This design comes from an exercise in tuning for small area on the open sky130 flow, not from production work.
In this exercise RTL edits were held to simulation tests only and were not proved equivalent to the original.
No activity file was given, so power comes from the tool's default toggle rates.

==> inputs of run a <==
Design Top_VGA, start of the top module:
module Top_VGA(
     input wire clk, reset,
     output wire h_sync, v_sync,
     output wire [11:0] rgb,
     output [9:0] pixel_x, pixel_y,
     input [7:0] digit_HORA, digit_MIN, digit_SEG,
     input wire [7:0] digit_DD, digit_M, digit_AN,
     input wire [7:0] digit_TimerHORA, digit_TimerMIN, digit_TimerSEG,
     input Prog_on,
     input [3:0] Cursor
     );
Settings: LEC_CHECK=0, CAP_MARGIN=20, CELL_PAD_IN_SITES_DETAIL_PLACEMENT=1, CELL_PAD_IN_SITES_GLOBAL_PLACEMENT=1, CORE_MARGIN=2, CORE_UTILIZATION=30, CTS_BUF_LIST=sky130_fd_sc_hd__clkbuf_8, GPL_TIMING_DRIVEN=0, PLACE_DENSITY=0.32, SLEW_MARGIN=20, SYNTH_MEMORY_MAX_BITS=1048576; clock period 10.0 ns.
standard.sh (not shown) runs the stock make flow with config.mk's settings and CLKGATE_MAP_FILE= SYNTH_SCRIPT=/design/flow/synth_recipe.tcl, a recipe that flattens the netlist after the stock synthesis.
==> flow/flow/run.sh <==
#!/bin/bash
# Own layout flow: the standard layout (standard.sh), except that
# - the synthesis maps the logic with an area-oriented ABC script
#   (flow/abc_area.script) instead of ORFS's delay-oriented one;
# - every input and output port still gets its buffer (buffer_ports), but a
#   sky130_fd_sc_hd__buf_1 instead of the default clkdlybuf4s50_1.
# Everything else - the synthesis script, registers, floorplan, placement,
# CTS, routing - is the standard flow's.
set -euo pipefail
WORK=$(pwd)
FLOWDIR=$(cd "$(dirname "${BASH_SOURCE[0]}")" && pwd)
# the synthesis script standard.sh hands to ORFS
SYN=$(grep -o 'SYNTH_SCRIPT=[^ ]*' standard.sh | head -1 | cut -d= -f2-)
[ -n "$SYN" ] || { echo "no SYNTH_SCRIPT in standard.sh"; exit 1; }
cat > "$WORK/area_synth.tcl" <<EOT
# replace only the ABC script of the mapping step
proc abc {args} {
  set i [lsearch -exact \$args -script]
  if {\$i >= 0} { set args [lreplace \$args [expr {\$i+1}] [expr {\$i+1}] $FLOWDIR/abc_area.script] }
  yosys abc {*}\$args
}
source $SYN
EOT
sed "s|SYNTH_SCRIPT=$SYN|SYNTH_SCRIPT=$WORK/area_synth.tcl|" standard.sh > "$WORK/area_standard.sh"
grep -q "SYNTH_SCRIPT=$WORK/area_synth.tcl" "$WORK/area_standard.sh" || { echo "could not set SYNTH_SCRIPT"; exit 1; }
bash "$WORK/area_standard.sh" "BUFFER_PORTS_ARGS=-buffer_cell sky130_fd_sc_hd__buf_1" finish > "$WORK/flow_make.log" 2>&1
==> flow/flow/abc_area.script <==
strash
dc2
&get -n
&deepsyn -T 240
&put
strash
&get -n
&dch -f
&nf -R 1000 -p -F 10 -A 10 -a
&put
topo
stime -c
==> run b: changes against run a <==
==> flow/flow/abc_area.script (replaced) <==
strash
dc2
&get -n
&deepsyn -T 400
&put
strash
&get -n
&dch -f
&nf -R 1000 -p -F 10 -A 10 -a
&put
topo
stime -c
--- a/flow/config.mk
+++ b/flow/config.mk
@@ -7,3 +7,3 @@
 export LEC_CHECK = 0
-export CAP_MARGIN = 20
+export CAP_MARGIN = 10
 export CELL_PAD_IN_SITES_DETAIL_PLACEMENT = 1
@@ -15,3 +15,3 @@
 export PLACE_DENSITY = 0.32
-export SLEW_MARGIN = 20
+export SLEW_MARGIN = 10
 export SYNTH_MEMORY_MAX_BITS = 1048576
==> run c: changes against run a <==
==> flow/run.sh (new file) <==
#!/bin/bash
# synth_recipe.tcl (not shown) runs the flow's synth.tcl, then flattens the netlist and writes it again
# the make line also repeats each setting of config.mk as NAME=value (left out here)
make -C /OpenROAD-flow-scripts/flow DESIGN_CONFIG=/design/flow/config.mk WORK_HOME=/design/flow/orfs CLKGATE_MAP_FILE= SYNTH_SCRIPT=/design/flow/synth_recipe.tcl finish
--- a/flow/config.mk
+++ b/flow/config.mk
@@ -12,3 +12,2 @@
 export CORE_UTILIZATION = 30
-export CTS_BUF_LIST = sky130_fd_sc_hd__clkbuf_8
 export GPL_TIMING_DRIVEN = 0
removed: flow/flow/run.sh
removed: flow/flow/abc_area.script
removed: flow/standard.sh
==> summary of the runs <==
In critical path depth, run c and run a do not differ.
Run a completed without violations. Run c completed with no timing, DRC or antenna violations. Run b completed and failed the layout checks on max-capacitance violations, max-slew violations.
Worst hold slack: run a > run b > run c.
In run c the sequential share of layout area is lower than in run a, by 3.1 points.
In sequential power, run a and run b hardly differ.
Of run b and run a, run b has the higher core utilization (gap 0.27 points).
Between run b and run a, the lower total power is in run a (gap about 0.5%, measured against run a).

static timing again, ports no longer ideal:
In the flow no input, the clock included, has a driving cell. The finished layouts below were timed again as built, in two steps. Step 1 sets driving cells, clkbuf_16 on the clock port and buf_2 on the other inputs (assumed; they add their load-dependent delay and slew). Step 2 also shifts input and output timing later by t, the mid clock arrival at the registers, as if the neighbouring blocks saw the same clock. Three values: ideal, step 1, step 2; two values: the first two.
run	t, ns	setup slack, ns	worst setup path at the end
run a	0.357	1.688 / 1.688 / 1.688	register to register
run b	0.381	1.622 / 1.622 / 1.622	register to register
run c	0.378	2.527 / 2.527 / 2.527	register to register
